From an optimization exercise on the open Yosys and OpenROAD flow, aimed at small area; shortcuts taken in it are not production practice. Where RTL was checked, it was by simulation tests only, not by an equivalence proof against the original. Only the layout flow was run in runs 1 and 2; the RTL was not checked for function there. No run shown here takes its clock network from TritonCTS; it comes from the design's own scripts or RTL. No driver is modelled on the clock port, so clock power and skew are understated where the tree is cut down; a real chip needs a root buffer or a tree. Power is estimated from default activity; no workload was simulated.

### flow/run.sh
#!/bin/bash
# Own layout flow: the standard flow (standard.sh), with
#  - synthesis mapped by an area-oriented ABC script (flow/abc_speed.script
#    stands in for ORFS's script of that name) and no adder cells, so ABC
#    maps all logic; registers are left as the standard synthesis makes them,
#  - port buffers of the smallest buffer cell,
#  - one tie cell for all constant outputs,
#  - a one-level clock tree (flow/cts_manual.tcl) in place of TritonCTS's.
# Each step's full output goes to a log file of its own in this folder;
# ORFS's per-stage logs are under orfs/logs/.
set -euo pipefail
W=$PWD

# Scripts folder: ORFS's scripts, with the ABC script replaced.
mkdir -p "$W/scripts_own"
for f in "$FLOW_HOME"/scripts/*; do
  ln -sfn "$f" "$W/scripts_own/$(basename "$f")"
done
rm -f "$W/scripts_own/abc_speed.script"
cp "$W/flow/abc_speed.script" "$W/scripts_own/abc_speed.script"

bash standard.sh SCRIPTS_DIR="$W/scripts_own" ADDER_MAP_FILE= synth > "$W/synth.log" 2>&1

# cts_hook.tcl runs before ORFS's CTS step and puts the one-level tree in
# place of its clock_tree_synthesis call.
cat > "$W/cts_hook.tcl" <<TCL
source $W/flow/cts_manual.tcl
rename clock_tree_synthesis tritoncts_unused
proc clock_tree_synthesis {args} { my_manual_cts }
TCL

export CTS_MAN_N=3
export CTS_MAN_CELL=sky130_fd_sc_hd__clkbuf_16
bash standard.sh \
  BUFFER_PORTS_ARGS="-buffer_cell sky130_fd_sc_hd__buf_1" \
  PRE_CTS_TCL="$W/cts_hook.tcl" \
  SKIP_REPAIR_TIE_FANOUT=1 \
  finish > "$W/layout.log" 2>&1
### flow/abc_speed.script
strash
&get -n
&deepsyn -T 20
&put
&get -n
&dch -f
&nf -a -R 1000
&put
### flow/cts_manual.tcl
# Clock buffering for a small design, in place of TritonCTS's H-tree: the
# clock port drives CTS_MAN_N buffers of type CTS_MAN_CELL, each driving one
# k-means cluster of the registers' clock pins. Every register is one buffer
# from the port, so the tree adds no skew on purpose.
proc my_manual_cts {} {
  set nb $::env(CTS_MAN_N)
  set block [ord::get_db_block]
  set master [[ord::get_db] findMaster $::env(CTS_MAN_CELL)]
  set clk_port [get_full_name [lindex [get_property [lindex [all_clocks] 0] sources] 0]]
  set clk_net [[$block findBTerm $clk_port] getNet]
  set its {}
  foreach it [$clk_net getITerms] { lappend its $it }
  set pts {}
  foreach it $its {
    set xy [$it getAvgXY]
    lappend pts [list [lindex $xy 1] [lindex $xy 2]]
  }
  set n [llength $pts]
  # k-means, seeded by x order
  set sorted [lsort -integer -index 0 $pts]
  set cent {}
  for {set b 0} {$b < $nb} {incr b} {
    lappend cent [lindex $sorted [expr {int(($b + 0.5) * $n / $nb)}]]
  }
  for {set iter 0} {$iter < 50} {incr iter} {
    set asg {}
    foreach p $pts {
      set best 0; set bd -1
      for {set b 0} {$b < $nb} {incr b} {
        set c [lindex $cent $b]
        set d [expr {abs([lindex $p 0]-[lindex $c 0]) + abs([lindex $p 1]-[lindex $c 1])}]
        if {$bd < 0 || $d < $bd} { set bd $d; set best $b }
      }
      lappend asg $best
    }
    set new {}
    for {set b 0} {$b < $nb} {incr b} {
      set sx 0.0; set sy 0.0; set k 0
      foreach p $pts a $asg {
        if {$a == $b} { set sx [expr {$sx + [lindex $p 0]}]; set sy [expr {$sy + [lindex $p 1]}]; incr k }
      }
      if {$k > 0} { lappend new [list [expr {int($sx/$k)}] [expr {int($sy/$k)}]] } else { lappend new [lindex $cent $b] }
    }
    set cent $new
  }
  for {set b 0} {$b < $nb} {incr b} {
    set buf [odb::dbInst_create $block $master clkbuf_man_$b]
    set nn [odb::dbNet_create $block clknet_man_$b]
    $nn setSigType CLOCK
    foreach it $its a $asg {
      if {$a == $b} { $it disconnect; $it connect $nn }
    }
    [$buf findITerm A] connect $clk_net
    [$buf findITerm X] connect $nn
    set c [lindex $cent $b]
    $buf setLocation [lindex $c 0] [lindex $c 1]
    $buf setPlacementStatus PLACED
    puts "clock buffer $b: [llength [lsearch -all $asg $b]] sinks at $c"
  }
  set_propagated_clock [all_clocks]
}
### standard.sh
#!/bin/bash
# synth_recipe.tcl (not shown) runs the flow's synth.tcl, then flattens the netlist and writes it again
# the make line also repeats each setting of config.mk as NAME=value (left out here)
make -C /OpenROAD-flow-scripts/flow DESIGN_CONFIG=/design/flow/config.mk WORK_HOME=/design/flow/orfs CLKGATE_MAP_FILE= SYNTH_SCRIPT=/design/flow/synth_recipe.tcl "${@:-finish}"
### config.mk
export PLATFORM = sky130hd
export DESIGN_NAME = drsstc_sfp_transceiver_top
export DESIGN_NICKNAME = drsstc_sfp_transceiver_top
export VERILOG_FILES = /design/flow/design.v
export SDC_FILE = /design/flow/constraint.sdc
export NUM_CORES = 4
export LEC_CHECK = 0
export CAP_MARGIN = 20
export CORE_MARGIN = 2
export CORE_UTILIZATION = 65
export PLACE_DENSITY = 0.75
export SLEW_MARGIN = 20
### constraint.sdc
create_clock -name core_clock -period 16.0 [get_ports {CLK_60M}]
set_input_delay 3.2000 -clock core_clock [delete_from_list [all_inputs] [get_ports {CLK_60M}]]
set_output_delay 3.2000 -clock core_clock [all_outputs]
set_load 0.01 [all_outputs]
### design.v
module reset_gen (
    input   wire    i_clk,
    input   wire    i_res_n,
    output  wire    o_res_n
);
    reg r_ff1;
    reg r_ff2;
    always @(posedge i_clk or negedge i_res_n) begin
        if (~i_res_n) begin
            r_ff1 <= 1'b0;
            r_ff2 <= 1'b0;
        end else begin
            r_ff1 <= 1'b1;
            r_ff2 <= r_ff1;
        end
    end
    assign o_res_n = r_ff2;
endmodule
module led_ctrl (
    input   wire            i_clk,
    input   wire            i_res_n,
    input   wire            i_tx_d1,
    input   wire            i_tx_err,
    input   wire            i_rx_d1,
    input   wire            i_rx_err,
    output  wire            o_tx_led_red,
    output  wire            o_tx_led_gr,
    output  wire            o_rx_led_red,
    output  wire            o_rx_led_gr,
    output  reg     [1:0]   o_q,
    output  reg     [3:0]   o_r
);
    reg     [11:0]  r_m;
    reg     [3:0]   r_c;
    wire            w_q2  = o_q[1];                      
    wire            w_r9  = o_r[3] & o_r[0];             
    wire            w_u29 = w_r9 & o_q[0];               
    wire            w_m_max = (&r_m[11:7]) & (&r_m[4:0]);  
    always @(posedge i_clk) begin
        if (~i_res_n) begin
            o_q <= 2'd2;
            o_r <= 4'd9;
            r_m <= 12'd0;
        end else begin
            o_q <= w_q2 ? 2'd0 : o_q + 2'd1;
            if (w_q2) begin
                o_r <= w_r9 ? 4'd0 : o_r + 4'd1;
            end
            if (w_u29) begin
                r_m <= w_m_max ? 12'd0 : r_m + 12'd1;
            end
        end
    end
    always @(posedge i_clk or negedge i_res_n) begin
        if (~i_res_n) begin
            r_c <= 4'd0;
        end else if (w_u29 & w_m_max) begin
            r_c <= (r_c[3] & r_c[1]) ? {r_c[3:1], ~r_c[0]} : r_c + 4'd1;
        end
    end
    wire            w_boot0 = ~r_c[3] & ~(r_c[2] & (r_c[1] | r_c[0]));   
    wire            w_boot1 = ~w_boot0 & ~(r_c[3] & r_c[1]);             
    wire            w_flash = r_c[0];
    assign o_tx_led_red = w_boot0 | (~w_boot1 & (~i_tx_err | w_flash));
    assign o_tx_led_gr  = w_boot0 | (~w_boot1 & i_tx_d1);
    assign o_rx_led_red = w_boot0 | (~w_boot1 & (~i_rx_err | w_flash));
    assign o_rx_led_gr  = w_boot0 | (~w_boot1 & i_rx_d1);
endmodule
module cdr (
    input   wire            i_clk,
    input   wire            i_res_n,
    input   wire            i_SerialData,
    output  wire            o_RecoveryData,
    output  wire            o_DataEn
);
    reg     [2:0]   r_syncFF;
    always @(posedge i_clk or negedge i_res_n) begin
        if (~i_res_n) begin
            r_syncFF <= 3'd0;
        end else begin
            r_syncFF <= {r_syncFF[1:0], i_SerialData};
        end
    end
    wire            w_ts = r_syncFF[2] ^ r_syncFF[1];
    reg     [1:0]   r_rcvState;
    always @(posedge i_clk) begin
        if (~i_res_n) begin
            r_rcvState <= 2'd0;
        end else begin
            case (r_rcvState)
                2'd1:    r_rcvState <= w_ts ? 2'd3 : 2'd2;
                2'd2:    r_rcvState <= 2'd0;
                default: r_rcvState <= w_ts ? 2'd0 : 2'd1;
            endcase
        end
    end
    assign o_DataEn = r_rcvState[1];
    assign o_RecoveryData = r_syncFF[2] ^ r_rcvState[0];
endmodule
module encode_8b10b (datain, dispin, dataout, dispout) ;
  input [8:0]   datain ;
  input 	dispin ;   
  output [9:0]	dataout ;
  output	dispout ;
  wire ai = datain[0] ;
  wire bi = datain[1] ;
  wire ci = datain[2] ;
  wire di = datain[3] ;
  wire ei = datain[4] ;
  wire fi = datain[5] ;
  wire gi = datain[6] ;
  wire hi = datain[7] ;
  wire ki = datain[8] ;
  wire aeqb = (ai & bi) | (!ai & !bi) ;
  wire ceqd = (ci & di) | (!ci & !di) ;
  wire l22 = (ai & bi & !ci & !di) |
	     (ci & di & !ai & !bi) |
	     ( !aeqb & !ceqd) ;
  wire l40 = ai & bi & ci & di ;
  wire l04 = !ai & !bi & !ci & !di ;
  wire l13 = ( !aeqb & !ci & !di) |
	     ( !ceqd & !ai & !bi) ;
  wire l31 = ( !aeqb & ci & di) |
	     ( !ceqd & ai & bi) ;
  wire ao = ai ;
  wire bo = (bi & !l40) | l04 ;
  wire co = l04 | ci | (ei & di & !ci & !bi & !ai) ;
  wire do_ = di & ! (ai & bi & ci) ;
  wire eo = (ei | l13) & ! (ei & di & !ci & !bi & !ai) ;
  wire io = (l22 & !ei) |
	    (ei & !di & !ci & !(ai&bi)) |   
	    (ei & l40) |
	    (ki & ei & di & ci & !bi & !ai) |  
	    (ei & !di & ci & !bi & !ai) ;
  wire pd1s6 = (ei & di & !ci & !bi & !ai) | (!ei & !l22 & !l31) ;
  wire nd1s6 = ki | (ei & !l22 & !l13) | (!ei & !di & ci & bi & ai) ;
  wire ndos6 = pd1s6 ;
  wire pdos6 = ki | (ei & !l22 & !l13) ;
  wire alt7 = fi & gi & hi & (ki | 
			      (dispin ? (!ei & di & l31) : (ei & !di & l13))) ;
  wire fo = fi & ! alt7 ;
  wire go = gi | (!fi & !gi & !hi) ;
  wire ho = hi ;
  wire jo = (!hi & (gi ^ fi)) | alt7 ;
  wire nd1s4 = fi & gi ;
  wire pd1s4 = (!fi & !gi) | (ki & ((fi & !gi) | (!fi & gi))) ;
  wire ndos4 = (!fi & !gi) ;
  wire pdos4 = fi & gi & hi ;
  wire illegalk = ki & 
		  (ai | bi | !ci | !di | !ei) &  
		  (!fi | !gi | !hi | !ei | !l31) ;  
  wire compls6 = (pd1s6 & !dispin) | (nd1s6 & dispin) ;
  wire disp6 = dispin ^ (ndos6 | pdos6) ;
  wire compls4 = (pd1s4 & !disp6) | (nd1s4 & disp6) ;
  assign dispout = disp6 ^ (ndos4 | pdos4) ;
  assign dataout = {(ao ^ compls6), (bo ^ compls6),
		    (co ^ compls6), (do_ ^ compls6),
		    (eo ^ compls6), (io ^ compls6),
		    (fo ^ compls4), (go ^ compls4),
		    (ho ^ compls4), (jo ^ compls4)};
endmodule
module decode_8b10b (datain, dispin, dataout, dispout, code_err, disp_err) ;
  input [9:0]   datain ;
  input		dispin ;
  output [8:0]	dataout ;
  output	dispout ;
  output	code_err ;
  output	disp_err ;
  wire ai = datain[9] ;
  wire bi = datain[8] ;
  wire ci = datain[7] ;
  wire di = datain[6] ;
  wire ei = datain[5] ;
  wire ii = datain[4] ;
  wire fi = datain[3] ;
  wire gi = datain[2] ;
  wire hi = datain[1] ;
  wire ji = datain[0] ;
  wire aeqb = (ai & bi) | (!ai & !bi) ;
  wire ceqd = (ci & di) | (!ci & !di) ;
  wire p22 = (ai & bi & !ci & !di) |
	     (ci & di & !ai & !bi) |
	     ( !aeqb & !ceqd) ;
  wire p13 = ( !aeqb & !ci & !di) |
	     ( !ceqd & !ai & !bi) ;
  wire p31 = ( !aeqb & ci & di) |
	     ( !ceqd & ai & bi) ;
  wire p40 = ai & bi & ci & di ;
  wire p04 = !ai & !bi & !ci & !di ;
  wire disp6a = p31 | (p22 & dispin) ;  
   wire disp6a2 = p31 & dispin ;   
   wire disp6a0 = p13 & ! dispin ;  
  wire disp6b = (((ei & ii & ! disp6a0) | (disp6a & (ei | ii)) | disp6a2 |
		  (ei & ii & di)) & (ei | ii | di)) ;
  wire p22bceeqi = p22 & bi & ci & (ei == ii) ;
  wire p22bncneeqi = p22 & !bi & !ci & (ei == ii) ;
  wire p13in = p13 & !ii ;
  wire p31i = p31 & ii ;
  wire p13dei = p13 & di & ei & ii ;
  wire p22aceeqi = p22 & ai & ci & (ei == ii) ;
  wire p22ancneeqi = p22 & !ai & !ci & (ei == ii) ;
  wire p13en = p13 & !ei ;
  wire anbnenin = !ai & !bi & !ei & !ii ;
  wire abei = ai & bi & ei & ii ;
  wire cdei = ci & di & ei & ii ;
  wire cndnenin = !ci & !di & !ei & !ii ;
  wire p22enin = p22 & !ei & !ii ;
  wire p22ei = p22 & ei & ii ;
  wire p31dnenin = p31 & !di & !ei & !ii ;
  wire p31e = p31 & ei ;
  wire compa = p22bncneeqi | p31i | p13dei | p22ancneeqi | 
		p13en | abei | cndnenin ;
  wire compb = p22bceeqi | p31i | p13dei | p22aceeqi | 
		p13en | abei | cndnenin ;
  wire compc = p22bceeqi | p31i | p13dei | p22ancneeqi | 
		p13en | anbnenin | cndnenin ;
  wire compd = p22bncneeqi | p31i | p13dei | p22aceeqi |
		p13en | abei | cndnenin ;
  wire compe = p22bncneeqi | p13in | p13dei | p22ancneeqi | 
		p13en | anbnenin | cndnenin ;
  wire ao = ai ^ compa ;
  wire bo = bi ^ compb ;
  wire co = ci ^ compc ;
  wire do_ = di ^ compd ;
  wire eo = ei ^ compe ;
  wire feqg = (fi & gi) | (!fi & !gi) ;
  wire heqj = (hi & ji) | (!hi & !ji) ;
  wire fghj22 = (fi & gi & !hi & !ji) |
		(!fi & !gi & hi & ji) |
		( !feqg & !heqj) ;
  wire fghjp13 = ( !feqg & !hi & !ji) |
		 ( !heqj & !fi & !gi) ;
  wire fghjp31 = ( (!feqg) & hi & ji) |
		 ( !heqj & fi & gi) ;
  wire dispout = (fghjp31 | (disp6b & fghj22) | (hi & ji)) & (hi | ji) ;
  wire ko = ( (ci & di & ei & ii) | ( !ci & !di & !ei & !ii) |
		(p13 & !ei & ii & gi & hi & ji) |
		(p31 & ei & !ii & !gi & !hi & !ji)) ;
  wire alt7 =   (fi & !gi & !hi &  
		 ((dispin & ci & di & !ei & !ii) | ko |
		  (dispin & !ci & di & !ei & !ii))) |
		(!fi & gi & hi &  
		 (( !dispin & !ci & !di & ei & ii) | ko |
		  ( !dispin & ci & !di & ei & ii))) ;
  wire k28 = (ci & di & ei & ii) | ! (ci | di | ei | ii) ;
  wire k28p = ! (ci | di | ei | ii) ;
  wire fo = (ji & !fi & (hi | !gi | k28p)) |
	    (fi & !ji & (!hi | gi | !k28p)) |
	    (k28p & gi & hi) |
	    (!k28p & !gi & !hi) ;
  wire go = (ji & !fi & (hi | !gi | !k28p)) |
	    (fi & !ji & (!hi | gi |k28p)) |
	    (!k28p & gi & hi) |
	    (k28p & !gi & !hi) ;
  wire ho = ((ji ^ hi) & ! ((!fi & gi & !hi & ji & !k28p) | (!fi & gi & hi & !ji & k28p) | 
			    (fi & !gi & !hi & ji & !k28p) | (fi & !gi & hi & !ji & k28p))) |
	    (!fi & gi & hi & ji) | (fi & !gi & !hi & !ji) ;
  wire disp6p = (p31 & (ei | ii)) | (p22 & ei & ii) ;
  wire disp6n = (p13 & ! (ei & ii)) | (p22 & !ei & !ii) ;
  wire disp4p = fghjp31 ;
  wire disp4n = fghjp13 ;
  assign code_err = p40 | p04 | (fi & gi & hi & ji) | (!fi & !gi & !hi & !ji) |
		    (p13 & !ei & !ii) | (p31 & ei & ii) | 
		    (ei & ii & fi & gi & hi) | (!ei & !ii & !fi & !gi & !hi) | 
		    (ei & !ii & gi & hi & ji) | (!ei & ii & !gi & !hi & !ji) |
		    (!p31 & ei & !ii & !gi & !hi & !ji) |
		    (!p13 & !ei & ii & gi & hi & ji) |
		    (((ei & ii & !gi & !hi & !ji) | 
		      (!ei & !ii & gi & hi & ji)) &
		     ! ((ci & di & ei) | (!ci & !di & !ei))) |
		    (disp6p & disp4p) | (disp6n & disp4n) |
		    (ai & bi & ci & !ei & !ii & ((!fi & !gi) | fghjp13)) |
		    (!ai & !bi & !ci & ei & ii & ((fi & gi) | fghjp31)) |
		    (fi & gi & !hi & !ji & disp6p) |
		    (!fi & !gi & hi & ji & disp6n) |
		    (ci & di & ei & ii & !fi & !gi & !hi) |
		    (!ci & !di & !ei & !ii & fi & gi & hi) ;
  assign dataout = {ko, ho, go, fo, eo, do_, co, bo, ao} ;
   assign disp_err = ((dispin & disp6p) | (disp6n & !dispin) |
		      (dispin & !disp6n & fi & gi) |
		      (dispin & ai & bi & ci) |
		      (dispin & !disp6n & disp4p) |
		      (!dispin & !disp6p & !fi & !gi) |
		      (!dispin & !ai & !bi & !ci) |
		      (!dispin & !disp6p & disp4n) |
		      (disp6p & disp4p) | (disp6n & disp4n)) ;
endmodule
module serial_tx_master (
    input   wire            i_clk,
    input   wire            i_res_n,
    input   wire            i_sfp_tx_flt,
    input   wire            i_my_lock,
    input   wire            i_rx_lock,
    input   wire    [3:0]   i_data,
    input   wire            i_master,
    input   wire    [1:0]   i_q,
    input   wire    [3:0]   i_r,
    output  wire            o_SerialData,
    output  wire            o_drv_en,
    output  wire            o_sfp_tx_dis_n
);
    wire            w_r9     = i_r[3] & i_r[0];
    wire            w_sample = w_r9 & ~i_q[1] & ~i_q[0];    
    wire            w_hold   = w_r9 & (i_q[1] | i_q[0]);    
    reg     [5:0]   r_mosi;
    always @(posedge i_clk) begin
        if (w_sample) begin
            r_mosi <= {i_my_lock, i_master, i_data[3:0]};
        end
    end
    wire            w_p1 = ^r_mosi;
    reg             r_started;
    reg             r_dispin;
    reg     [3:0]   r_k;
    wire            w_send_k = (r_k != 4'd0) & (r_k <= 4'd5);
    wire            w_dispout;
    always @(posedge i_clk) begin
        if (~i_res_n) begin
            r_started <= 1'b0;
            r_dispin <= 1'b0;
            r_k <= 4'd0;
        end else if (w_sample) begin
            r_started <= 1'b1;
            r_dispin <= r_started & w_dispout;
            if (r_k == 4'd0) begin
                if (~i_rx_lock | ~i_my_lock) begin
                    r_k <= 4'd1;
                end
            end else if (r_k == 4'd10) begin
                r_k <= 4'd0;
            end else begin
                r_k <= r_k + 4'd1;
            end
        end
    end
    wire    [9:0]   w_data_10b;
    encode_8b10b encode_8b10b_inst (
        .datain ( w_send_k ? 9'h1bc : {1'b0, 1'b1, r_mosi, w_p1} ),
        .dispin ( r_dispin ),
        .dataout ( w_data_10b ),
        .dispout ( w_dispout )
    );
    reg             w_bit;
    always @(*) begin
        case (i_r)
            4'd0: w_bit = w_data_10b[9];
            4'd1: w_bit = w_data_10b[8];
            4'd2: w_bit = w_data_10b[7];
            4'd3: w_bit = w_data_10b[6];
            4'd4: w_bit = w_data_10b[5];
            4'd5: w_bit = w_data_10b[4];
            4'd6: w_bit = w_data_10b[3];
            4'd7: w_bit = w_data_10b[2];
            4'd8: w_bit = w_data_10b[1];
            default: w_bit = w_data_10b[0];
        endcase
    end
    reg             r_last;
    wire            w_x = r_started & (w_hold ? r_last : w_bit);
    always @(posedge i_clk) begin
        r_last <= w_x;
    end
    reg             r_serialData;
    always @(posedge i_clk or negedge i_res_n) begin
        if (~i_res_n) begin
            r_serialData <= 1'b0;
        end else begin
            r_serialData <= w_x & ~i_sfp_tx_flt;
        end
    end
    assign o_SerialData = r_serialData;
    assign o_drv_en = ~i_sfp_tx_flt;
    assign o_sfp_tx_dis_n = i_sfp_tx_flt;
endmodule
module serial_rx (
    input   wire            i_clk,
    input   wire            i_res_n,
    input   wire            i_SerialData,
    input   wire            i_sfp_los,
    output  wire            o_rcv_en_n,
    input   wire    [3:0]   i_dip_sel,   
    output  wire            o_my_lock,
    output  reg             o_rx_lock,
    output  reg     [3:0]   o_data,
    output  reg             o_master
);
    assign o_rcv_en_n = 1'b0;    
    wire            w_sync1bData;
    wire            w_sync1bEn;
    reg     [1:0]   r_los_syncFF;
    wire            w_sfp_los = r_los_syncFF[1];
    always @(posedge i_clk) begin
        r_los_syncFF <= {r_los_syncFF[0], i_sfp_los};
    end
    cdr cdr_inst (
        .i_clk ( i_clk ),
        .i_res_n ( i_res_n ),
        .i_SerialData ( i_SerialData ),
        .o_RecoveryData ( w_sync1bData ),
        .o_DataEn ( w_sync1bEn )
    );
    reg     [9:0]   r_10bShift;
    reg             r_shift_out;
    always @(posedge i_clk) begin
        if (~i_res_n) begin
            r_10bShift <= 10'd0;
        end else if (w_sync1bEn) begin
            r_10bShift <= {r_10bShift[8:0], w_sync1bData};
        end
    end
    always @(posedge i_clk) begin
        r_shift_out <= r_10bShift[9];
    end
    wire            w_k28_5_det = (r_10bShift == 10'b0011111010) |
                                  (r_10bShift == 10'b1100000101);
    reg     [3:0]   r_sym_bitCnt;
    wire            r_sym_capture = r_sym_bitCnt[3] & ~r_sym_bitCnt[1] & r_sym_bitCnt[0];   
    wire            r_out_trig = r_sym_bitCnt[3] & r_sym_bitCnt[1];                       
    wire            r_k28_5_det_FF = r_sym_bitCnt[0];
    always @(posedge i_clk) begin
        if (~i_res_n) begin
            r_sym_bitCnt <= 4'd0;
        end else if (w_sync1bEn) begin
            if (r_sym_capture) begin
                r_sym_bitCnt <= {3'b101, w_k28_5_det};
            end else if (w_k28_5_det) begin
                r_sym_bitCnt <= 4'd0;
            end else begin
                r_sym_bitCnt <= r_sym_bitCnt + 4'd1;
            end
        end else if (r_out_trig) begin
            r_sym_bitCnt <= 4'd0;
        end
    end
    wire    [9:0]   w_sym = {r_shift_out, r_10bShift[9:1]};
    wire    [8:0]   w_dec;
    wire            w_code_err;
    decode_8b10b decode_8b10b (
        .datain ( w_sym ),
        .dispin ( 1'b0 ),
        .dataout ( w_dec ),
        .dispout ( ),
        .code_err ( w_code_err ),
        .disp_err ( )
    );
    wire    [7:0]   w_8b_data = w_dec[7:0];
    reg             r_sym_ce;
    always @(posedge i_clk) begin
        if (~i_res_n) begin
            r_sym_ce <= 1'b1;
        end else if (r_out_trig) begin
            r_sym_ce <= w_code_err;
        end
    end
    reg     [2:0]   r_lock_st;
    wire            r_sym_locked = r_lock_st[2] & (r_lock_st[1] | r_lock_st[0]);
    wire            w_bad_frame;
    always @(posedge i_clk or negedge i_res_n) begin
        if (~i_res_n) begin
            r_lock_st <= 3'd0;
        end else if (w_sfp_los | r_lock_st[1] & r_lock_st[2]) begin
            r_lock_st <= 3'd0;
        end else if (r_sym_locked) begin
            if (w_bad_frame | r_sym_capture & r_sym_ce) begin
                r_lock_st <= 3'd6;
            end
        end else if (w_sync1bEn & r_sym_capture) begin
            if (w_k28_5_det & ~r_sym_ce) begin
                r_lock_st <= r_lock_st + 3'd1;
            end else begin
                r_lock_st <= 3'd0;
            end
        end
    end
    assign o_my_lock = r_sym_locked;
    wire            w_p1_ok = ^w_8b_data[7:0];
    wire            w_frame = r_out_trig & ~r_k28_5_det_FF;
    wire            w_good = w_p1_ok & w_8b_data[7];
    assign          w_bad_frame = w_frame & ~w_good;
    always @(posedge i_clk or negedge i_res_n) begin
        if (~i_res_n) begin
            o_rx_lock <= 1'b0;
            o_data <= 4'd0;
            o_master <= 1'b0;
        end else if (~r_sym_locked | w_bad_frame) begin
            o_data <= o_data & ~i_dip_sel;
        end else if (w_frame) begin
            o_rx_lock <= ~(w_sym[2] ^ w_sym[1]);
            o_master <= w_sym[3] ^ w_sym[0];
            o_data[3:0] <= w_8b_data[4:1];
        end
    end
endmodule
module drsstc_sfp_transceiver_top (
    input           CLK_60M,
    input           RST_N,
    input   [7:0]   IN,
    output  [7:0]   OUT,
    input   [2:0]   LV_IN,
    output  [2:0]   LV_OUT,
    input   [7:0]   DIP_SW1,         
    input   [7:0]   DIP_SW2,         
    output  [1:0]   LED_TX,          
    output  [1:0]   LED_RX,          
    input           SFP_LOSS_SIG,    
    output          SFP_RATE_SEL,    
    output          SFP_TX_DIS_N,    
    input           SFP_TX_FLT,      
    input   [2:0]   SFP_MOD_DEF,     
    input           LVDS_DAT_OUT,    
    output          LVDS_DAT_IN,     
    output          LVDS_DRV_EN,     
    output          LVDS_RCV_EN_N,   
    output          TP1,
    output          TP2
    );
    wire            w_clk = CLK_60M;
    wire            w_my_locked;
    wire            w_rx_locked;
    wire            w_rst_n;
    reset_gen reset_gen_inst (
        .i_clk ( w_clk ),
        .i_res_n ( RST_N ),
        .o_res_n ( w_rst_n )
    );
    wire    [1:0]   w_tb_q;
    wire    [3:0]   w_tb_r;
    led_ctrl led_ctrl_inst (
        .i_clk ( w_clk ),
        .i_res_n ( w_rst_n ),
        .i_tx_d1 ( IN[0] ),
        .i_tx_err ( SFP_MOD_DEF[0] | SFP_TX_FLT ),
        .i_rx_d1 ( OUT[0] ),
        .i_rx_err ( SFP_MOD_DEF[0] | SFP_LOSS_SIG | ~w_my_locked),
        .o_tx_led_red ( LED_TX[1] ),
        .o_tx_led_gr ( LED_TX[0] ),
        .o_rx_led_red ( LED_RX[1] ),
        .o_rx_led_gr ( LED_RX[0] ),
        .o_q ( w_tb_q ),
        .o_r ( w_tb_r )
    );
    serial_tx_master serial_tx_master_inst (
        .i_clk ( w_clk ),
        .i_res_n ( w_rst_n ),
        .i_sfp_tx_flt ( SFP_TX_FLT ),
        .i_my_lock ( w_my_locked ),
        .i_rx_lock ( w_rx_locked ),
        .i_data ( IN[3:0] ),
        .i_master ( ~DIP_SW2[0] ),
        .i_q ( w_tb_q ),
        .i_r ( w_tb_r ),
        .o_SerialData ( LVDS_DAT_IN ),
        .o_drv_en ( LVDS_DRV_EN ),
        .o_sfp_tx_dis_n ( SFP_TX_DIS_N )
    );
    wire    [3:0]   w_rx_data;
    wire            w_rx_master;
    serial_rx serial_rx_inst (
        .i_clk ( w_clk ),
        .i_res_n ( w_rst_n ),
        .i_SerialData ( LVDS_DAT_OUT ),
        .i_sfp_los ( SFP_LOSS_SIG ),
        .o_rcv_en_n ( LVDS_RCV_EN_N ),
        .i_dip_sel ( DIP_SW1[3:0] ),
        .o_my_lock ( w_my_locked ),
        .o_rx_lock ( w_rx_locked ),
        .o_data ( w_rx_data[3:0] ),
        .o_master ( w_rx_master )
    );
    assign OUT[3:0] = w_rx_data[3:0];
    assign OUT[4] = w_my_locked;
    assign OUT[5] = w_rx_locked;
    assign OUT[6] = w_rx_master;
    assign LV_OUT[2:0] = w_rx_data[2:0];
    assign OUT[7] = 1'b0;
    assign TP1 = 1'b0;
    assign TP2 = 1'b0;
    assign SFP_RATE_SEL = 1'b0;
endmodule
==> notes.md, run 1 <==
Global route
After global routing the overflow that remains totals 0. The number of global-route vias before repair came to approximately 2800. The first global-routing pass estimated between 10000 and 15000 µm of wire. Entering global routing, the biggest net connects 38 pins.

The number of antenna violations at the first check in global routing is 0. The overall fraction of global-route tracks in use is 24.2%.

STA
The least setup slack across all paths after layout is 8970 ps. The worst setup skew after layout is roughly 42 ps. The portion of the clock cycle consumed by the worst path in the final layout is between 40% and 50%. The final-report max-slew violation count is 0. The number of endpoints with negative hold slack in the final report is 0. Summed over all failing endpoints, the final setup total negative slack is 0 ps. The measured slew at the worst slew-check pin is just under 800 ps. Setup repair after global routing left no endpoint under its margin. The final-report setup violation count is 0. Static timing analysis puts the maximum clock frequency at 0.142 GHz. The smallest clock period supported by the final layout is computed as 7030 ps. In this run the tightest slew margin relative to its limit is 47.4%.

Floorplan
The die height is 78.3 µm. The horizontal die dimension is 78.3 µm. The row count is 27.

The floorplan step defined a die boundary enclosing 6130 µm². The core region is around 5400 µm². The initial cell density of the core is about 66%. The number of top-level design ports is 57.

Synth
In the post-synthesis netlist, the biggest area contributors are sky130_fd_sc_hd__dfxtp_1 (25%), sky130_fd_sc_hd__dfrtp_1 (13%), sky130_fd_sc_hd__a21oi_1 (5.7%), sky130_fd_sc_hd__nor2_1 (5.6%), sky130_fd_sc_hd__edfxtp_1 (5.0%). Among all flip-flop cells after synthesis, the most frequent one is sky130_fd_sc_hd__dfxtp_1. The total number of yosys warnings is 5. A synthesized cell averages approximately 8.4 µm². In the synthesized netlist, the cells that appear most often are sky130_fd_sc_hd__nor2_1 (54), sky130_fd_sc_hd__nand2_1 (47), sky130_fd_sc_hd__dfxtp_1 (45). The flop and latch count out of synthesis is 70. The area share of the leading cell type in the synthesized netlist is 25.1%. In this run the cell area of the synthesized design comes to between 3000 and 4000 µm². The netlist uses 48 different library cells. The sequential cell area fraction in the yosys report is 43.4%. The most frequent cell after synthesis is sky130_fd_sc_hd__nor2_1. The number of nets in the synthesized netlist is 464. After synthesis, the share of flip-flops with an asynchronous set or reset is 27.1%. The number of standard cells after synthesis is 429. The number of synthesized flops with an enable pin is 6. The most area-hungry cell type in the Yosys netlist is sky130_fd_sc_hd__dfxtp_1.

Critical path
The critical path is of the input port to output port type. The critical path required time is 12800 ps. Data on the critical path arrives at its endpoint at 3830 ps. The worst reg2reg path endpoint is serial_rx_inst.r_lock_st[1]. STA classifies the critical path endpoint as an output port. The setup slack of the most critical reg-to-reg path is 11950 ps.

The launching element type of the critical path is an input port. In this run the worst path has a maximum fanout of 2. The cell depth of the worst flop-to-flop path is 18. The worst register-to-register path begins at serial_rx_inst.r_10bShift[9].

Final layout
The post-layout instance count excluding filler cells is 520. The number of antenna repair diodes is 0. Fill cells in the final layout number ~470.

The layout net count is 485. The finished layout cell area is 3760 µm². The sequential cell area is 1560 µm². The area of combinational cells with multiple inputs is around 1900 µm².

The fraction of final layout cells sized beyond drive strength 1 is 1.34%. Compared with the post-synthesis result, the final layout area differs by 4.85%.

Place
Buffers placed on the I/O ports in this run total 31. Before CTS, the worst setup slack after placement is 8960 ps. The cell count after placement is just over 500.

The total half-perimeter wirelength after legalization and detailed placement is between 5000 and 6000 µm. The last weighted congestion value of the routability-driven placer is 0.940. The cell area reported after detailed placement is 3680 µm².

CTS
Clock latency on the worst-skew pair, taken at its later pin, is 170 ps. The CTS clock-pin slew for the worst setup and hold paths is between 100 and 150 ps. The post-cts gate resize count is 0. After clock tree synthesis, the flow added hold-fix buffers numbering 0. Post-CTS timing repair inserted 0 buffers for setup.

Routing
The number of vias after detailed routing is 3119. After detailed routing, the number of remaining DRC violations is 0. The mean routed wirelength per cell is around 14 µm. The via-per-instance ratio is 6.00. In this run, the number of DRC markers left after iteration 0 of detailed routing was 166.

Wires add up to 7320 µm. The first TritonRoute pass finished after 5 iterations. The detail route stage leaves a number of antenna-violating nets equal to 0.

Pwr
The total power divided by cell area is around 85 nW/µm². Total power for the finished layout comes to around 0.00032 W. The leakage dissipation is roughly 1.4 nW. The worst voltage drop across the vdd grid is 78.1 µV.

Worst hold path
The class of the most critical hold timing path is flop to async pin.

Run status
The run finished with no timing, DRC or antenna violations.

Job
The max-capacitance violation count is 0.
## state kept, by name, indices dropped and copies added, names as in the netlist, 2 cells and up
name / count
led_ctrl_inst.r_m: 12
serial_rx_inst.r_10bShift: 10
serial_tx_master_inst.r_mosi: 6
led_ctrl_inst.o_r: 4
led_ctrl_inst.r_c: 4
serial_rx_inst.o_data: 4
serial_rx_inst.r_sym_bitCnt: 4
serial_tx_master_inst.r_k: 4
serial_rx_inst.cdr_inst.r_syncFF: 3
serial_rx_inst.r_lock_st: 3
led_ctrl_inst.o_q: 2
serial_rx_inst.cdr_inst.r_rcvState: 2
serial_rx_inst.r_los_syncFF: 2
## critical path: stages
cell	delay, ps
sky130_fd_sc_hd__buf_1	90
sky130_fd_sc_hd__o41ai_1	360
sky130_fd_sc_hd__buf_1	190
## through the flow
| stage | util [%] | hold slack (ps) |
|---|---|---|
| after CTS | 69.5 | 307 |
| after global routing | 69.6 | 340 |
| after global placement | 68.1 | 300 |
| after detailed placement | 68.1 | 316 |
| final | 69.6 | 286 |
| after floorplan | - | 310 |
## where the power goes
part / switching, W / internal, W
combinational: 0.0000296 / 0.0000204
sequential: 0.0000104 / 0.000185
clock: 0.0000412 / 0.0000342
total: 0.0000812 / 0.000240
## logic make-up (layout without fill, tap and decap cells)
| kind of cell | count (synthesis) | after routing | synth area share (%) |
|---|---|---|---|
| buffers and inverters | 30 | 49 | 4.92 |
| other | 2 | 2 | 0.209 |
| AND/OR/NAND/NOR | 167 | 167 | 21.4 |
| XOR/XNOR | 24 | 24 | 5.86 |
| AO/OA/AOI/OAI | 135 | 135 | 23.9 |
| multiplexers | 1 | 1 | 0.279 |
| flip-flops | 70 | 70 | 43.4 |
## layout make-up
class                      instances  share of cell area, %
buffer                             3                   2.00
inverter                          13                   1.30
multi-input combinational        329                   49.5
sequential                        70                   41.4
tap                               72                   2.39
timing repair buffer              33                   3.49
## layout by cell type (no fill, tap or decap), drive strengths merged, types with 7 or more instances in the layout
cell,Yosys,routed
dfrtp,19,19
nand3,12,12
a31oi,8,8
buf,17,33
o21ai,34,34
nor3,14,14
clkinv,13,13
dfxtp,45,45
a22o,7,7
nand2,47,47
a21oi,41,41
nor2,54,54
xor2,10,10
and3,11,11
xnor2,14,14
## worst max path at each step
| stage | end | slack, ps | from |
|---|---|---|---|
| 6_report | LED_RX[1] | 8970 | SFP_MOD_DEF[0] |
| 5_1_grt | LED_RX[1] | 8910 | SFP_MOD_DEF[0] |
| 4_1_cts | LED_RX[1] | 8960 | SFP_MOD_DEF[0] |
| 3_5_place_dp | LED_RX[1] | 8960 | SFP_MOD_DEF[0] |
| 3_3_place_gp | LED_RX[1] | 8990 | SFP_MOD_DEF[0] |
| 2_1_floorplan | LED_RX[1] | 9110 | SFP_MOD_DEF[0] |
## layer usage
| layer | part of all wire (%) | global-route usage, % | vias to the layer above |
|---|---|---|---|
| met5 | 0 | 0 | - |
| met4 | 1.2 | 3.51 | 0 |
| met3 | 5.0 | 1.61 | 9 |
| met2 | 48 | 42.1 | 100 |
| met1 | 46 | 34.1 | 1412 |
| li1 | - | - | 1598 |
==> inputs of run 2 (changes only) <==
==> flow/abc_speed.script (replaced) <==
strash
&get -n
&deepsyn -I 10 -T 10
&put
&get -n
&dch -f
&nf -a -R 1000
&put
==> notes.md, run 2 <==
Global route
The number of global-route vias before repair is 2843 (was 2846). The first-pass GRT wire length came to 12100 µm (was 12600 µm). The remaining global-route overflow came to 0 (unchanged). The overall fraction of global-route tracks in use is 23.1% (was 24.2%). The number of antenna violations at the first check in global routing is 0 (unchanged). The maximum number of pins on one net before global-route repair was 32 (was 38).

Synth
The area share of the leading cell type in the synthesized netlist is 25.0% (was 25.1%). The number of synthesized flops with an enable pin is 6 (unchanged). The flop and latch count out of synthesis came to 70 (unchanged). The number of standard cells after synthesis is 420 (was 429). The most area-hungry cell type in the Yosys netlist is sky130_fd_sc_hd__dfxtp_1 (unchanged). Largest cells by area after synthesis: sky130_fd_sc_hd__dfxtp_1 (25%), sky130_fd_sc_hd__dfrtp_1 (13%), sky130_fd_sc_hd__a21oi_1 (5.7%), sky130_fd_sc_hd__edfxtp_1 (5.0%), sky130_fd_sc_hd__nor2_1 (5.0%) (was sky130_fd_sc_hd__dfxtp_1 (25%), sky130_fd_sc_hd__dfrtp_1 (13%), sky130_fd_sc_hd__a21oi_1 (5.7%), sky130_fd_sc_hd__nor2_1 (5.6%), sky130_fd_sc_hd__edfxtp_1 (5.0%)).

The count of cell types in the netlist is 53 (was 48). Synth cell count leaders: sky130_fd_sc_hd__nor2_1 (48), sky130_fd_sc_hd__dfxtp_1 (45), sky130_fd_sc_hd__a21oi_1 (41) (was sky130_fd_sc_hd__nor2_1 (54), sky130_fd_sc_hd__nand2_1 (47), sky130_fd_sc_hd__dfxtp_1 (45)). The cell area after synthesis is 3600 µm² (was 3590 µm²). The sequential cell area fraction in the yosys report is 43.2% (was 43.4%). The commonest register cell after synthesis was sky130_fd_sc_hd__dfxtp_1 (unchanged). The average instance area after synthesis was 8.58 µm² (was 8.36 µm²). The most frequent cell after synthesis is sky130_fd_sc_hd__nor2_1 (unchanged). The fraction of registers with async set/reset is 27.1% (unchanged).

The total number of yosys warnings came to 5 (unchanged). The synthesized netlist net count was 455 (was 464).

Final layout
Top library cells by usage in the layout, fill and taps aside: sky130_fd_sc_hd__nor2_1 (48), sky130_fd_sc_hd__dfxtp_1 (45), sky130_fd_sc_hd__a21oi_1 (41) (was sky130_fd_sc_hd__nor2_1 (54), sky130_fd_sc_hd__nand2_1 (47), sky130_fd_sc_hd__dfxtp_1 (45)). The post-synthesis to final-layout area growth is 4.90% (was 4.85%). The fraction of final layout cells sized beyond drive strength 1 is 1.36% (was 1.34%).

Top flop regs: led_ctrl_inst.r_m x12, serial_rx_inst.r_10bShift x10, serial_tx_master_inst.r_mosi x6 (unchanged). The register with the most flip-flops is led_ctrl_inst.r_m (unchanged). The most frequent standard cell in the layout excluding fill and tap cells is sky130_fd_sc_hd__nor2_1 (unchanged).

The number of flip-flops under the largest register name came to 12 (unchanged). The layout net count was 477 (was 485). The post-layout instance count excluding filler cells is 512 (was 520). The number of antenna repair diodes came to 0 (unchanged). The finished layout cell area came to 3780 µm² (was 3760 µm²). The filler cell count in the final layout is 460 (was 468).

STA
The final-report max-slew violation count came to 0 (unchanged). The worst setup skew after layout is 28.8 ps (was 42.0 ps). The final critical path time including I/O delays and setup came to 6960 ps (was 7030 ps). The number of endpoints with negative hold slack in the final report came to 0 (unchanged). The measured slew at the worst slew-check pin was 744 ps (was 788 ps). The least setup slack across all paths after layout is 9040 ps (was 8970 ps). The final-layout worst hold slack is 295 ps (was 286 ps).

RSZ-0062 raised after global routing: false (unchanged). The portion of the clock cycle consumed by the worst path in the final layout was 43.5% (was 44.0%). The summed negative setup slack over all endpoints is 0 ps (unchanged).

The final-report setup violation count came to 0 (unchanged). The tightest slew margin relative to the limit is 50.3% (was 47.4%). The maximum achievable frequency is 0.144 GHz (was 0.142 GHz).

Pwr
The leakage dissipation is 1.47 nW (was 1.44 nW). The total power divided by cell area came to 84.1 nW/µm² (was 85.3 nW/µm²). The worst voltage drop across the vdd grid was 83.4 µV (was 78.1 µV).

Critical path
The kind of end point of the critical path is an output port (unchanged). The setup slack of the most critical reg-to-reg path is 11840 ps (was 11950 ps). The launching element type of the critical path is an input port (unchanged). The reg-to-reg startpoint is serial_rx_inst.r_10bShift[8] (was serial_rx_inst.r_10bShift[9]).

The critical path required time is 12800 ps (about the same). The cell depth of the worst flop-to-flop path is 19 (was 18). The data arrival time at the worst-slack endpoint is 3760 ps (was 3830 ps). The delay of the slowest critical-path stage was 170 ps (was 360 ps). The worst-path maximum fanout is 3 (was 2). The critical-path cell with the highest stage delay was sky130_fd_sc_hd__buf_1 (was sky130_fd_sc_hd__o41ai_1). The classification of the worst setup path is input port to output port (unchanged).

Cell-by-cell trace of the critical path: buf_1, nor2_1, nor2_1, o21ai_0, buf_1 (was buf_1, o41ai_1, buf_1). The worst reg2reg path endpoint is serial_rx_inst.o_master (was serial_rx_inst.r_lock_st[1]).

Routing
The number of vias after detailed routing is 3031 (was 3119). The antenna violation net count after detailed routing came to 0 (unchanged). The first-pass detailed-route iteration total is 4 (was 5). The via-per-instance ratio was 5.92 (was 6.00). The mean routed wirelength per cell is 13.6 µm (was 14.1 µm). The remaining design rule violation count came to 0 (unchanged). The sum of routed wire length over all layers came to 6940 µm (was 7320 µm). The DRC marker count from the first detailed-route iteration was 113 (was 166).

Place
The last weighted congestion value of the routability-driven placer came to 0.912 (was 0.940). The number of port buffers is 31 (unchanged). The total half-perimeter wirelength after legalization and detailed placement came to 5030 µm (was 5440 µm). The cell count after placement is 509 (was 517). The pre-CTS worst setup slack is 9040 ps (was 8960 ps). The cell area reported after detailed placement came to 3700 µm² (was 3680 µm²).

Worst hold path
The class of the most critical hold timing path is flop to async pin (unchanged).

CTS
The number of setup buffers added after CTS came to 0 (unchanged). The hold buffer count at CTS came to 0 (unchanged). The clock latency on the worst-skew pair is 170 ps (about the same). The CTS clock-pin slew for the worst setup and hold paths is 100 ps (was 110 ps).

The post-cts gate resize count came to 0 (unchanged).

Floorplan
The horizontal die dimension came to 78.5 µm (was 78.3 µm). The number of top-level design ports was 57 (unchanged). The area of the placeable core is 5440 µm² (was 5410 µm²).

The row count was 27 (unchanged). The die height is 78.5 µm (was 78.3 µm). The area of the die was 6160 µm² (was 6130 µm²). The initial cell density of the core is 66.3% (was 66.4%).

Job
The max-capacitance violation count is 0 (unchanged).

Run status
Outcome: complete, no violations (unchanged).
==> run 2: changes by cell type in the layout (fill, tap and decap cells not counted), sizes merged, moves of 3 or more <==
cell    previous run  this run
a31o               4         1
nor3              14         8
a221oi             0         3
nor2              54        48
nand3b             0         4
o31ai              6         3
and2               6        11
nand2b             6         9
xor2              10        13
nand2             47        38
==> run 2: through the flow <==
step	utilization [%]	total power, W
floorplan	-	0.000233
global placement	68.1	0.000243
detailed placement	68.1	0.000244
CTS	69.5	0.000320
global route	69.5	0.000334
finish	69.5	0.000318
==> run 2: logic make-up (layout without fill, tap and decap cells) <==
kind of cell / Yosys count / after routing / synth area share [%]
simple gates: 159 / 159 / 21.6
compound gates: 132 / 132 / 23.2
flops: 70 / 70 / 43.2
buf+inv: 28 / 48 / 4.69
xor+xnor: 27 / 27 / 6.56
other cells: 2 / 2 / 0.208
mux: 2 / 2 / 0.590
==> run 2: power by group <==
part | switching [W] | total (W) | internal (W)
registers | 0.00000872 | 0.000193 | 0.000184
clock network | 0.0000424 | 0.0000767 | 0.0000343
logic | 0.0000279 | 0.0000484 | 0.0000204
total | 0.0000791 | 0.000318 | 0.000239
==> run 2: how the worst max path moves through the flow <==
stage,start,to,slack (ps),depth (start not counted)
finish,SFP_TX_FLT,LED_TX[1],9040,5
global route,SFP_MOD_DEF[0],LED_RX[1],8950,5
CTS,SFP_MOD_DEF[0],LED_RX[1],9040,5
detailed placement,SFP_MOD_DEF[0],LED_RX[1],9040,5
global placement,SFP_MOD_DEF[0],LED_RX[1],9060,5
floorplan,SFP_MOD_DEF[0],LED_RX[1],9200,4
==> run 2: critical path: cells and delay by family <==
family / cells / cell delay [ps]
buffers and inverters: 2 / 260
AND/OR/NAND/NOR: 2 / 140
AO/OA/AOI/OAI: 1 / 160
==> run 2: layout make-up <==
class | instances | area (µm²) | share of cell area [%]
Tap cell | 72 | 90.1 | 2.38
Buffer | 3 | 75.1 | 1.99
Multi-Input combinational cell | 322 | 1880 | 49.7
Inverter | 11 | 41.3 | 1.09
Timing Repair Buffer | 34 | 139 | 3.67
Sequential cell | 70 | 1560 | 41.2
==> run 2: routing by layer <==
layer  wire length, µm  vias to the layer above  track usage, %  share of wire (%)
li1                  -                     1557               -                  -
met1              3280                     1405            32.0                 47
met2              3320                       62            41.1                 48
met3               255                        7            1.15                3.7
met4                87                        0            3.51                1.3
met5                 0                        -               0                  0
==> inputs of run 3 (changes only) <==
--- a/design.v
+++ b/design.v
@@ -51,14 +51,14 @@
             end
         end
     end
-    always @(posedge i_clk or negedge i_res_n) begin
+    always @(posedge i_clk) begin
         if (~i_res_n) begin
             r_c <= 4'd0;
         end else if (w_u29 & w_m_max) begin
             r_c <= (r_c[3] & r_c[1]) ? {r_c[3:1], ~r_c[0]} : r_c + 4'd1;
         end
     end
-    wire            w_boot0 = ~r_c[3] & ~(r_c[2] & (r_c[1] | r_c[0]));   
+    wire            w_boot0 = ~i_res_n | ~r_c[3] & ~(r_c[2] & (r_c[1] | r_c[0]));   
     wire            w_boot1 = ~w_boot0 & ~(r_c[3] & r_c[1]);             
     wire            w_flash = r_c[0];
     assign o_tx_led_red = w_boot0 | (~w_boot1 & (~i_tx_err | w_flash));
==> flow/run.sh (replaced) <==
#!/bin/bash
# Own layout flow: the standard flow (standard.sh), with
#  - synthesis mapped by an area-oriented ABC script (flow/abc_area_seed.script
#    stands in for ORFS's abc_speed.script) and no adder cells, so ABC maps
#    all logic. The synthesis runs once for each of 8 seeds of ABC's deepsyn
#    and the smallest netlist is kept. Registers are left as the standard
#    synthesis makes them: ABC maps only the logic between them.
#  - port buffers of the smallest buffer cell,
#  - one tie cell for all constant outputs,
#  - a one-level clock tree (flow/cts_manual.tcl) in place of TritonCTS's.
# Each step's full output goes to a log file of its own in this folder;
# ORFS's per-stage logs are under orfs/logs/.
set -euo pipefail
W=$PWD
SEEDS="0 1 2 3 4 5 6 7"

synth_seed() {
  local s=$1
  local sd="$W/scripts_s$s"
  mkdir -p "$sd"
  for f in "$FLOW_HOME"/scripts/*; do
    ln -sfn "$f" "$sd/$(basename "$f")"
  done
  rm -f "$sd/abc_speed.script"
  sed "s/@SEED@/$s/" "$W/flow/abc_area_seed.script" > "$sd/abc_speed.script"
  # standard.sh with its work folder moved to orfs_s<seed>
  sed "s|$W/orfs|$W/orfs_s$s|g" "$W/standard.sh" > "$W/standard_s$s.sh"
  bash "$W/standard_s$s.sh" SCRIPTS_DIR="$sd" ADDER_MAP_FILE= synth > "$W/synth_s$s.log" 2>&1
}

for s in $SEEDS; do
  synth_seed "$s" &
  # at most NUM_CORES at once
  while [ "$(jobs -rp | wc -l)" -ge "${NUM_CORES:-4}" ]; do wait -n; done
done
wait

best=""; best_area=""
for s in $SEEDS; do
  f="$W/orfs_s$s/reports/$FLOW_PLATFORM/drsstc_sfp_transceiver_top/base/synth_stat.txt"
  [ -f "$W/orfs_s$s/results/$FLOW_PLATFORM/drsstc_sfp_transceiver_top/base/1_synth.odb" ] || continue
  a=$(awk '/Chip area/ {print $NF}' "$f")
  echo "seed $s: synthesis area $a" >> "$W/synth_choice.log"
  if [ -z "$best" ] || awk -v a="$a" -v b="$best_area" 'BEGIN {exit !(a < b)}'; then
    best=$s; best_area=$a
  fi
done
echo "kept seed $best ($best_area)" >> "$W/synth_choice.log"
rm -rf "$W/orfs"
mv "$W/orfs_s$best" "$W/orfs"
for s in $SEEDS; do rm -rf "$W/orfs_s$s" "$W/scripts_s$s"; done

# cts_hook.tcl runs before ORFS's CTS step and puts the one-level tree in
# place of its clock_tree_synthesis call.
cat > "$W/cts_hook.tcl" <<TCL
source $W/flow/cts_manual.tcl
rename clock_tree_synthesis tritoncts_unused
proc clock_tree_synthesis {args} { my_manual_cts }
TCL

export CTS_MAN_N=3
export CTS_MAN_CELL=sky130_fd_sc_hd__clkbuf_16
bash standard.sh \
  BUFFER_PORTS_ARGS="-buffer_cell sky130_fd_sc_hd__buf_1" \
  PRE_CTS_TCL="$W/cts_hook.tcl" \
  SKIP_REPAIR_TIE_FANOUT=1 \
  finish > "$W/layout.log" 2>&1
==> flow/abc_area_seed.script (new file) <==
strash
&get -n
&deepsyn -T 20 -S @SEED@
&put
&get -n
&dch -f
&nf -a -R 1000
&put
removed: flow/abc_speed.script
==> notes.md, run 3 <==
Pwr
The proportion of power drawn by combinational gates was 15.6% (was 15.2%). The total power of the final layout was 0.000317 W (was 0.000318 W). The internal power is 0.000238 W (was 0.000239 W). The fraction of power spent switching nets came to 24.9% (about the same).

The fraction of power consumed by sequential logic is 60.5% (was 60.6%). The worst voltage drop across the vdd grid is 96.0 µV (was 83.4 µV). The proportion of power drawn by the clock network is 23.9% (was 24.1%). The power dissipated by switching net loads came to 0.0000790 W (was 0.0000791 W). The leakage dissipation is 1.39 nW (was 1.47 nW). The total power divided by cell area was 85.2 nW/µm² (was 84.1 nW/µm²).

Critical path
The setup slack of the most critical reg-to-reg path is 11990 ps (was 11840 ps). Cell-by-cell trace of the critical path: buf_1, nor2_1, a21oi_1, o21ai_0, buf_1 (was buf_1, nor2_1, nor2_1, o21ai_0, buf_1). The worst-path maximum fanout is 2 (was 3). The kind of end point of the critical path is an output port (unchanged).

The delay of the slowest critical-path stage is 170 ps (about the same). The classification of the worst setup path is input port to output port (unchanged). The critical path required time is 12800 ps (about the same).

The critical-path cell with the highest stage delay is sky130_fd_sc_hd__buf_1 (unchanged). The launching element type of the critical path is an input port (unchanged). The critical path buffer and inverter count is 2 (unchanged). The cell depth of the worst flop-to-flop path is 13 (was 19).

The dominant cell type by count on the critical path is sky130_fd_sc_hd__buf_1. The start point of the critical path is SFP_MOD_DEF[0] (was SFP_TX_FLT). The end point of the critical path is LED_RX[1] (was LED_TX[1]). The cell depth of the worst setup path is 5 (unchanged).

The reg-to-reg startpoint is serial_rx_inst.r_10bShift[6] (was serial_rx_inst.r_10bShift[8]). The gate family responsible for the most delay along the worst path is buffers and inverters (unchanged). The data arrival time at the worst-slack endpoint came to 3770 ps (was 3760 ps).

The worst reg2reg path endpoint is serial_rx_inst.o_master (unchanged).

Global route
The number of global-route vias before repair is 2777 (was 2843). The routing usage on met2 is 43.4% (was 41.1%). The met1 demand-to-capacity share in global routing came to 34.2% (was 32.0%). The overall fraction of global-route tracks in use came to 24.2% (was 23.1%). The most crowded layer after global routing is met2 (unchanged). The number of antenna violations at the first check in global routing is 0 (unchanged). The met3 track utilization from global routing is 1.05% (was 1.15%).

The remaining global-route overflow was 0 (unchanged). The first-pass GRT wire length was 12500 µm (was 12100 µm). The maximum number of pins on one net before global-route repair came to 41 (was 32).

STA
The final critical path time including I/O delays and setup is 6970 ps (was 6960 ps). The final-layout worst hold slack is 322 ps (was 295 ps). The final-report max-slew violation count is 0 (unchanged).

The final-report setup violation count is 0 (unchanged). The number of endpoints with negative hold slack in the final report was 0 (unchanged). The portion of the clock cycle consumed by the worst path in the final layout came to 43.6% (was 43.5%). The maximum achievable frequency is 0.143 GHz (was 0.144 GHz). RSZ-0062 raised after global routing: false (unchanged). The measured slew at the worst slew-check pin is 832 ps (was 744 ps).

The worst setup skew after layout is 18.3 ps (was 28.8 ps). The tightest slew margin relative to the limit is 43.9% (was 50.3%). The summed negative setup slack over all endpoints came to 0 ps (unchanged).

Synth
The most frequent cell after synthesis is sky130_fd_sc_hd__nor2_1 (unchanged). The most area-hungry cell type in the Yosys netlist is sky130_fd_sc_hd__dfxtp_1 (unchanged). The area share of the leading cell type in the synthesized netlist was 27.6% (was 25.0%). The number of synthesized flops with an enable pin came to 6 (unchanged). The number of standard cells after synthesis came to 425 (was 420). The flop and latch count out of synthesis is 70 (unchanged).

The commonest register cell after synthesis is sky130_fd_sc_hd__dfxtp_1 (unchanged). The cell area after synthesis came to 3550 µm² (was 3600 µm²). The total number of yosys warnings came to 5 (unchanged).

The fraction of registers with async set/reset is 21.4% (was 27.1%). The average instance area after synthesis is 8.36 µm² (was 8.58 µm²). The sequential cell area fraction in the yosys report is 43.3% (was 43.2%).

Synth cell count leaders: sky130_fd_sc_hd__nor2_1 (52), sky130_fd_sc_hd__dfxtp_1 (49), sky130_fd_sc_hd__nand2_1 (47) (was sky130_fd_sc_hd__nor2_1 (48), sky130_fd_sc_hd__dfxtp_1 (45), sky130_fd_sc_hd__a21oi_1 (41)). The count of cell types in the netlist is 42 (was 53). Largest cells by area after synthesis: sky130_fd_sc_hd__dfxtp_1 (28%), sky130_fd_sc_hd__dfrtp_1 (11%), sky130_fd_sc_hd__a21oi_1 (6.2%), sky130_fd_sc_hd__nor2_1 (5.5%), sky130_fd_sc_hd__edfxtp_1 (5.1%) (was sky130_fd_sc_hd__dfxtp_1 (25%), sky130_fd_sc_hd__dfrtp_1 (13%), sky130_fd_sc_hd__a21oi_1 (5.7%), sky130_fd_sc_hd__edfxtp_1 (5.0%), sky130_fd_sc_hd__nor2_1 (5.0%)). The synthesized netlist net count is 460 (was 455).

Final layout
The post-synthesis to final-layout area growth came to 4.90% (about the same). The number of antenna repair diodes is 0 (unchanged). The number of flip-flops under the largest register name is 12 (unchanged).

The register with the most flip-flops is led_ctrl_inst.r_m (unchanged). Top library cells by usage in the layout, fill and taps aside: sky130_fd_sc_hd__nor2_1 (52), sky130_fd_sc_hd__dfxtp_1 (49), sky130_fd_sc_hd__nand2_1 (47) (was sky130_fd_sc_hd__nor2_1 (48), sky130_fd_sc_hd__dfxtp_1 (45), sky130_fd_sc_hd__a21oi_1 (41)). Top flop regs: led_ctrl_inst.r_m x12, serial_rx_inst.r_10bShift x10, serial_tx_master_inst.r_mosi x6 (unchanged).

The final cell utilization of the core came to 71.6% (was 69.5%). The layout net count was 482 (was 477). The most frequent standard cell in the layout excluding fill and tap cells is sky130_fd_sc_hd__nor2_1 (unchanged). The fraction of final layout cells sized beyond drive strength 1 is 1.35% (was 1.36%).

CTS
The number of setup buffers added after CTS is 0 (unchanged). The hold buffer count at CTS is 0 (unchanged). The CTS clock-pin slew for the worst setup and hold paths came to 100 ps (about the same). The post-cts gate resize count is 0 (unchanged).

The clock latency on the worst-skew pair is 160 ps (was 170 ps).

Floorplan
The initial cell density of the core is 68.2% (was 66.3%). The area of the die is 6070 µm² (was 6160 µm²). The row count is 26 (was 27). The number of top-level design ports came to 57 (unchanged). The die height is 77.9 µm (was 78.5 µm). The horizontal die dimension is 77.9 µm (was 78.5 µm). The area of the placeable core is 5200 µm² (was 5440 µm²).

Routing
The number of vias after detailed routing came to 3059 (was 3031). The DRC marker count from the first detailed-route iteration is 275 (was 113). The antenna violation net count after detailed routing is 0 (unchanged). The mean routed wirelength per cell is 14.0 µm (was 13.6 µm). The sum of routed wire length over all layers is 7210 µm (was 6940 µm).

The remaining design rule violation count is 0 (unchanged). The via-per-instance ratio came to 5.94 (was 5.92). The first-pass detailed-route iteration total is 4 (unchanged).

Worst hold path
The class of the most critical hold timing path is flop to async pin (unchanged).

Place
The number of port buffers is 31 (unchanged). The last weighted congestion value of the routability-driven placer is 0.822 (was 0.912). The total half-perimeter wirelength after legalization and detailed placement is 5260 µm (was 5030 µm).

Job
The max-capacitance violation count is 0 (unchanged).

Run status
Outcome: complete, no violations (unchanged).
run 3: logic make-up after synthesis:
group / after synthesis / synth area share [%]
compound gates: 126 / 21.6
flops: 70 / 43.3
mux: 3 / 0.916
simple gates: 169 / 22.4
xor+xnor: 28 / 6.91
other cells: 2 / 0.211
buf+inv: 27 / 4.65
run 3: stage by stage:
stage / setup slack, ps / instances / instance area (µm²)
finish: 9030 / 515 / 3720
global route: 8940 / 515 / 3720
CTS: 9030 / 515 / 3720
detailed placement: 9040 / 512 / 3650
global placement: 9030 / 512 / 3650
floorplan: 9200 / 425 / 3550
run 3: final cells by class:
class	instances	area [µm²]
Inverter	10	37.5
Sequential cell	70	1540
Buffer	3	75.1
Multi-Input combinational cell	328	1850
Fill cell	413	1480
Tap cell	70	87.6
Timing Repair Buffer	34	139
run 3: worst min-delay path by stage:
| stage | cells after the start | to |
|---|---|---|
| 2_1_floorplan | 0 | serial_rx_inst.r_los_syncFF[1] |
| 3_3_place_gp | 1 | serial_rx_inst.o_data[0] |
| 3_5_place_dp | 0 | serial_rx_inst.r_los_syncFF[1] |
| 4_1_cts | 1 | serial_rx_inst.o_master |
| 5_1_grt | 1 | serial_rx_inst.cdr_inst.r_syncFF[0] |
| 6_report | 1 | serial_rx_inst.o_master |
run 3: layer usage:
| layer | wire length, µm | up-vias |
|---|---|---|
| li1 | - | 1557 |
| met1 | 3430 | 1443 |
| met2 | 3510 | 57 |
| met3 | 251 | 2 |
| met4 | 26 | 0 |
| met5 | 0 | - |
run 3: power by group through the flow:
| stage | Sequential [W] | Combinational [W] | Clock [W] |
|---|---|---|---|
| final | 0.000192 | 0.0000494 | 0.0000759 |
| after global routing | 0.000193 | 0.0000564 | 0.0000846 |
| after CTS | 0.000192 | 0.0000493 | 0.0000774 |
| after detailed placement | 0.000196 | 0.0000489 | 0 |
| after global placement | 0.000196 | 0.0000474 | 0 |
| after floorplan | 0.000195 | 0.0000389 | 0 |

what the ideal ports hide:
The flow's constraints put no driver on any port. The routed layouts listed below were extracted and timed again, unchanged, in two steps. Step 1: set_driving_cell puts a clkbuf_16 on CLK_60M and a buf_2 on each other input, an assumption about the parent block. Step 2 adds t to the input delays and takes it off the output delays; t is the mean of the earliest and latest rising clock arrival at the registers after step 1. Input paths then give back, and output paths get back, about the clock's delay inside the block. Three values: no drivers, after step 1, after step 2; two values: the first two.
| run | shift t [ns] | slack for setup (ns) | worst register clock-pin slew, ns | pins driven straight from the clock port |
|---|---|---|---|---|
| run 1 | 0.208 | 8.966 / 8.946 / 8.946 | 0.11 / 0.11 | 3 |
| run 2 | 0.215 | 9.036 / 9.016 / 9.016 | 0.11 / 0.11 | 3 |
| run 3 | 0.208 | 9.030 / 9.009 / 9.009 | 0.10 / 0.10 | 3 |
After both steps setup and hold are still met in every run listed. For run 3, which loses most, drivers alone change the setup slack by -0.021 ns; drivers and shift together by -0.021 ns.
